What follows belongs to an exercise in optimizing a design on an open flow for a short achievable clock period and few clock cycles; a production flow would make more cautious choices. Where RTL was checked, it was by simulation tests only, not by an equivalence proof against the original. The clock port is modelled as an ideal driver; clocking choices that lean on that would not hold on a real chip. Power figures rest on the tool's default switching activity, not on a simulated workload.

Design jericalla_evolucion, start of the top module:
module jericalla_evolucion(
    input  wire        clk,
    input  wire        reset,
    input  wire [6:0]  cantidad_instrucciones,
    output wire [6:0]  imem_addr,
    input  wire [18:0] imem_data,
    output reg  [31:0] data_out,
    output reg         zf,
    output reg         valid,
    output reg         done
);
export LEC_CHECK = 0
export CAP_MARGIN = 20
export CORE_MARGIN = 2
export CORE_UTILIZATION = 65
export PLACE_DENSITY = 0.75
export SLEW_MARGIN = 20
create_clock -name core_clock -period 10.0 [get_ports {clk}]
standard.sh (not shown) runs the stock make flow with config.mk's settings and CLKGATE_MAP_FILE= SYNTH_SCRIPT=/design/flow/synth_recipe.tcl, a recipe that flattens the netlist after the stock synthesis.
==> flow/flow/run.sh <==
#!/bin/bash
# Standard ORFS layout (the standard.sh, standard synthesis unchanged),
# with repair_timing aiming for a setup slack margin, so that the resizer
# works on paths well below the 10 ns clock. The SDC is not changed.
set -euo pipefail
MARGIN=${MARGIN:-7}
bash standard.sh SETUP_SLACK_MARGIN=$MARGIN finish > standard_make.log 2>&1
The first run finished clean.
Testbench counts at the start, summed over its fixed seeds: cycles 5,397.
Change:
==> flow/run.sh (new file) <==
#!/bin/bash
# synth_recipe.tcl (not shown) runs the flow's synth.tcl, then flattens the netlist and writes it again
# the make line also repeats each setting of config.mk as NAME=value (left out here)
make -C /OpenROAD-flow-scripts/flow DESIGN_CONFIG=/design/flow/config.mk WORK_HOME=/design/flow/orfs CLKGATE_MAP_FILE= SYNTH_SCRIPT=/design/flow/synth_recipe.tcl finish
--- a/flow/config.mk
+++ b/flow/config.mk
@@ -8,5 +8,4 @@
 export CAP_MARGIN = 20
 export CORE_MARGIN = 2
-export CORE_UTILIZATION = 65
-export PLACE_DENSITY = 0.75
+export CORE_UTILIZATION = 40
 export SLEW_MARGIN = 20
removed: flow/flow/run.sh
removed: flow/standard.sh
The new run ran to the end with no violations. Utilization decreases by 30 points. Setup slack loses 1.5 ns. Via count decreases by 7.7%. Sequential share of layout area increases by 1.4 points. Hold slack is about the same. Clock power increases by about 1%. Synthesized cell count stays the same.
Change:
==> flow/flow/run.sh (new file) <==
#!/bin/bash
# Standard ORFS layout (the standard.sh, standard synthesis unchanged),
# with repair_timing aiming for a setup slack margin, so that the resizer
# works on paths well below the 10 ns clock. The SDC is not changed.
set -euo pipefail
MARGIN=${MARGIN:-7}
bash standard.sh SETUP_SLACK_MARGIN=$MARGIN finish > standard_make.log 2>&1
==> flow/standard.sh (new file) <==
#!/bin/bash
# synth_recipe.tcl (not shown) runs the flow's synth.tcl, then flattens the netlist and writes it again
# the make line also repeats each setting of config.mk as NAME=value (left out here)
make -C /OpenROAD-flow-scripts/flow DESIGN_CONFIG=/design/flow/config.mk WORK_HOME=/design/flow/orfs CLKGATE_MAP_FILE= SYNTH_SCRIPT=/design/flow/synth_recipe.tcl "${@:-finish}"
removed: flow/run.sh
What happened:
- die area does not change
- via count increases by 5.5%
- non-clock buffer count came out higher by 290
- clock skew went up by 0.022 ns
- wire length goes up by 9.2%
- maximum frequency rose by 44%
- first-iteration DRC count goes up by 12%
- setup slack is better by 1.5 ns
- cell count went up by 3.2%

* * *

jericalla_evolucion, a different RTL version from the one above (not shown whole).
Size: about 6400 cells after synthesis, roughly 2200 flip-flops, about 70 I/O pins, ~110000 um2 of cells after synthesis.
// jericalla_evolucion
module jericalla_evolucion(
    input  wire        clk,
    input  wire        reset,
    input  wire [6:0]  cantidad_instrucciones,
    output wire [6:0]  imem_addr,
    input  wire [18:0] imem_data,
    output reg  [31:0] data_out,
    output reg         zf,
    output reg         valid,
    output reg         done
);
==> flow/config.mk <==
export PLATFORM = sky130hd
export DESIGN_NAME = jericalla_evolucion
export DESIGN_NICKNAME = jericalla_evolucion
export VERILOG_FILES = /design/flow/design.v
export SDC_FILE = /design/flow/constraint.sdc
export NUM_CORES = 4
export LEC_CHECK = 0
export CAP_MARGIN = 20
export CORE_MARGIN = 2
export CORE_UTILIZATION = 65
export CTS_CLUSTER_DIAMETER = 150
export CTS_CLUSTER_SIZE = 24
export PLACE_DENSITY = 0.75
export SLEW_MARGIN = 20
==> flow/constraint.sdc <==
create_clock -name core_clock -period 10.0 [get_ports {clk}]
set_input_delay 2.0000 -clock core_clock [delete_from_list [all_inputs] [get_ports {clk}]]
set_output_delay 2.0000 -clock core_clock [all_outputs]
set_load 0.01 [all_outputs]
==> flow/flow/run.sh <==
#!/bin/bash
# Standard ORFS layout (the standard.sh, standard synthesis unchanged),
# with repair_timing aiming for a setup slack margin, so that the resizer
# works on paths well below the 10 ns clock. The SDC is not changed.
set -euo pipefail
MARGIN=${MARGIN:-6.8}
bash standard.sh SETUP_SLACK_MARGIN=$MARGIN finish > standard_make.log 2>&1
Testbench counts at the start, summed over its fixed seeds: cycles 5,397.
Rerun with:
--- a/flow/flow/run.sh
+++ b/flow/flow/run.sh
@@ -5,3 +5,3 @@
 set -euo pipefail
-MARGIN=${MARGIN:-6.8}
+MARGIN=${MARGIN:-7.3}
 bash standard.sh SETUP_SLACK_MARGIN=$MARGIN finish > standard_make.log 2>&1
What happened: Critical path depth does not change; clock skew came out lower by 0.016 ns; power came out higher by 4.1%; maximum frequency barely changes.
Rerun with:
==> flow/flow/run.sh (replaced) <==
#!/bin/bash
# Standard ORFS layout (the standard.sh, standard synthesis unchanged),
# with repair_timing aiming for a setup slack margin, so that the resizer
# works on paths well below the 10 ns clock (the SDC is not changed), and a
# placement step before CTS that moves each output port's flip-flop next to
# its output buffer (flow/move_out.tcl).
set -euo pipefail
MARGIN=${MARGIN:-7}
HERE=$(pwd)
bash standard.sh SETUP_SLACK_MARGIN=$MARGIN PRE_CTS_TCL=$HERE/flow/move_out.tcl finish > standard_make.log 2>&1
==> flow/flow/move_out.tcl (new file) <==
# Move each flip-flop that drives an output port's buffer next to that
# buffer (which sits at the port), then legalize. Shortens the wire between
# the flip-flop and the output buffer; the clock tree is built afterwards.
set block [ord::get_db_block]
set moved 0
foreach bterm [$block getBTerms] {
  if {[$bterm getIoType] != "OUTPUT"} { continue }
  set net [$bterm getNet]
  if {$net == "NULL"} { continue }
  set buf ""
  foreach it [$net getITerms] {
    if {[$it isOutputSignal]} { set buf [$it getInst] }
  }
  if {$buf == ""} { continue }
  set innet ""
  foreach it [$buf getITerms] {
    if {[$it isInputSignal]} { set innet [$it getNet] }
  }
  if {$innet == "" || $innet == "NULL"} { continue }
  set drv ""
  foreach it [$innet getITerms] {
    if {[$it isOutputSignal]} { set drv [$it getInst] }
  }
  if {$drv == ""} { continue }
  set mname [[$drv getMaster] getName]
  if {![string match "*df*" $mname]} { continue }
  lassign [$buf getLocation] x y
  $drv setLocation $x $y
  incr moved
}
puts "move_out: moved $moved flip-flops next to their output buffers"
detailed_placement
Design area came out lower by 2.4%.
Wire length came out lower by 4.1%.
Worst hold slack gets better by 0.0037 ns.
Maximum frequency came out lower by 0.90%.
Utilization came out lower by 1.8 points.
Clock power is about the same.
Sequential share of layout area came out higher by 1.3 points.
Flip-flop and latch count does not change.
Via count came out lower by 3.3%.
Area after synthesis does not change.
Rerun with:
--- a/flow/flow/run.sh
+++ b/flow/flow/run.sh
@@ -4,3 +4,3 @@
 # works on paths well below the 10 ns clock (the SDC is not changed), and a
-# placement step before CTS that moves each output port's flip-flop next to
+# placement step before CTS that moves each output port's flip-flop halfway towards
 # its output buffer (flow/move_out.tcl).
--- a/flow/flow/move_out.tcl
+++ b/flow/flow/move_out.tcl
@@ -1,3 +1,3 @@
-# Move each flip-flop that drives an output port's buffer next to that
-# buffer (which sits at the port), then legalize. Shortens the wire between
+# Move each flip-flop that drives an output port's buffer halfway towards
+# that buffer (which sits at the port), then legalize. Shortens the wire between
 # the flip-flop and the output buffer; the clock tree is built afterwards.
@@ -26,7 +26,8 @@
   if {![string match "*df*" $mname]} { continue }
-  lassign [$buf getLocation] x y
-  $drv setLocation $x $y
+  lassign [$buf getLocation] bx by
+  lassign [$drv getLocation] fx fy
+  $drv setLocation [expr {($bx + $fx) / 2}] [expr {($by + $fy) / 2}]
   incr moved
 }
-puts "move_out: moved $moved flip-flops next to their output buffers"
+puts "move_out: moved $moved flip-flops towards their output buffers"
 detailed_placement
Effect: The new run passed the timing, DRC and antenna checks; combinational power went down by about 0.9%; routed wire length stays flat; worst setup slack improved by 0.094 ns; sequential share of layout area hardly moves; non-clock buffer count went up by 8; hold slack got worse by 0.0044 ns; area after synthesis does not change.
Rerun with:
==> flow/flow/run.sh (replaced) <==
#!/bin/bash
# Standard ORFS layout (the standard.sh, standard synthesis unchanged),
# with repair_timing aiming for a setup slack margin, so that the resizer
# works on paths well below the 10 ns clock. The SDC is not changed.
set -euo pipefail
MARGIN=${MARGIN:-7}
bash standard.sh SETUP_SLACK_MARGIN=$MARGIN finish > standard_make.log 2>&1
removed: flow/flow/move_out.tcl
Global-route usage goes down by 0.44 points; via count drops slightly; final cell count is about the same; synthesized cell count is unchanged; worst setup slack loses 0.048 ns.

* * *

jericalla_evolucion, a different RTL version from the one above (not shown whole).
For scale: ~2,300 flip-flops, roughly 70 I/O pins, about 110,000 um2 of cells after synthesis.
export LEC_CHECK = 0
export CAP_MARGIN = 20
export CORE_MARGIN = 2
export CORE_UTILIZATION = 65
export CTS_CLUSTER_DIAMETER = 150
export CTS_CLUSTER_SIZE = 24
export PLACE_DENSITY = 0.75
export SLEW_MARGIN = 20
create_clock -name core_clock -period 10.0 [get_ports {clk}]
==> flow/flow/run.sh <==
#!/bin/bash
# Standard ORFS layout (the standard.sh, standard synthesis unchanged),
# with repair_timing aiming for a setup slack margin, so that the resizer
# works on paths well below the 10 ns clock (the SDC is not changed), and a
# placement step before CTS that moves each output port's flip-flop next to
# its output buffer (flow/move_out.tcl).
set -euo pipefail
MARGIN=${MARGIN:-7}
HERE=$(pwd)
bash standard.sh SETUP_SLACK_MARGIN=$MARGIN PRE_CTS_TCL=$HERE/flow/move_out.tcl finish > standard_make.log 2>&1
==> flow/flow/move_out.tcl <==
# Move each flip-flop that drives an output port's buffer next to that
# buffer (which sits at the port), then legalize. Shortens the wire between
# the flip-flop and the output buffer; the clock tree is built afterwards.
set block [ord::get_db_block]
set moved 0
foreach bterm [$block getBTerms] {
  if {[$bterm getIoType] != "OUTPUT"} { continue }
  set net [$bterm getNet]
  if {$net == "NULL"} { continue }
  set buf ""
  foreach it [$net getITerms] {
    if {[$it isOutputSignal]} { set buf [$it getInst] }
  }
  if {$buf == ""} { continue }
  set innet ""
  foreach it [$buf getITerms] {
    if {[$it isInputSignal]} { set innet [$it getNet] }
  }
  if {$innet == "" || $innet == "NULL"} { continue }
  set drv ""
  foreach it [$innet getITerms] {
    if {[$it isOutputSignal]} { set drv [$it getInst] }
  }
  if {$drv == ""} { continue }
  set mname [[$drv getMaster] getName]
  if {![string match "*df*" $mname]} { continue }
  lassign [$buf getLocation] x y
  $drv setLocation $x $y
  incr moved
}
puts "move_out: moved $moved flip-flops next to their output buffers"
detailed_placement
Edit:
==> flow/flow/run.sh (replaced) <==
#!/bin/bash
# Standard ORFS layout (the standard.sh, standard synthesis unchanged),
# with repair_timing aiming for a setup slack margin, so that the resizer
# works on paths well below the 10 ns clock. The SDC is not changed.
set -euo pipefail
MARGIN=${MARGIN:-7}
bash standard.sh SETUP_SLACK_MARGIN=$MARGIN finish > standard_make.log 2>&1
removed: flow/flow/move_out.tcl
Effect: Total power shrinks slightly; utilization is lower by 0.86 points; cell area decreases slightly; routed wire length goes down slightly; via count drops slightly; clock power barely changes.
No functional check of the RTL was part of any run of this note.

-- port drivers added, routing unchanged --
The results above use ideal ports. As a check the final layouts listed here were re-extracted and re-timed, cells and wires unchanged. Step 1 assumes that a clkbuf_16 drives the clock port and a buf_2 every other input. Step 2 times the ports against the registers' clock, not the clock port: input delays grow and output delays shrink by t, the midpoint of the rising clock arrivals with the driver on. Slacks: no drivers / after step 1 / after step 2; pairs: no drivers / after step 1.
run | t, ns | slack for setup (ns) | worst data-port slew with drivers (ns)
the first run of note 1 | 1.003 | 6.548 / 6.458 / 6.578 | 0.06
the second run of note 1 | 0.978 | 5.033 / 5.033 / 5.033 | 0.04
the third run of note 1 | 0.966 | 6.553 / 6.452 / 6.663 | 0.10
the first run of note 2 | 0.870 | 6.623 / 6.536 / 6.720 | 0.09
the second run of note 2 | 0.891 | 6.631 / 6.538 / 6.742 | 0.07
the third run of note 2 | 0.861 | 6.601 / 6.601 / 6.601 | 0.07
the fourth run of note 2 | 0.857 | 6.695 / 6.604 / 6.755 | 0.06
the fifth run of note 2 | 0.852 | 6.647 / 6.557 / 6.744 | 0.06
the first run of note 3 | 0.869 | 6.550 / 6.550 / 6.550 | 0.10
the second run of note 3 | 0.891 | 6.616 / 6.575 / 6.616 | 0.08
After both steps setup and hold are still met in every run listed.
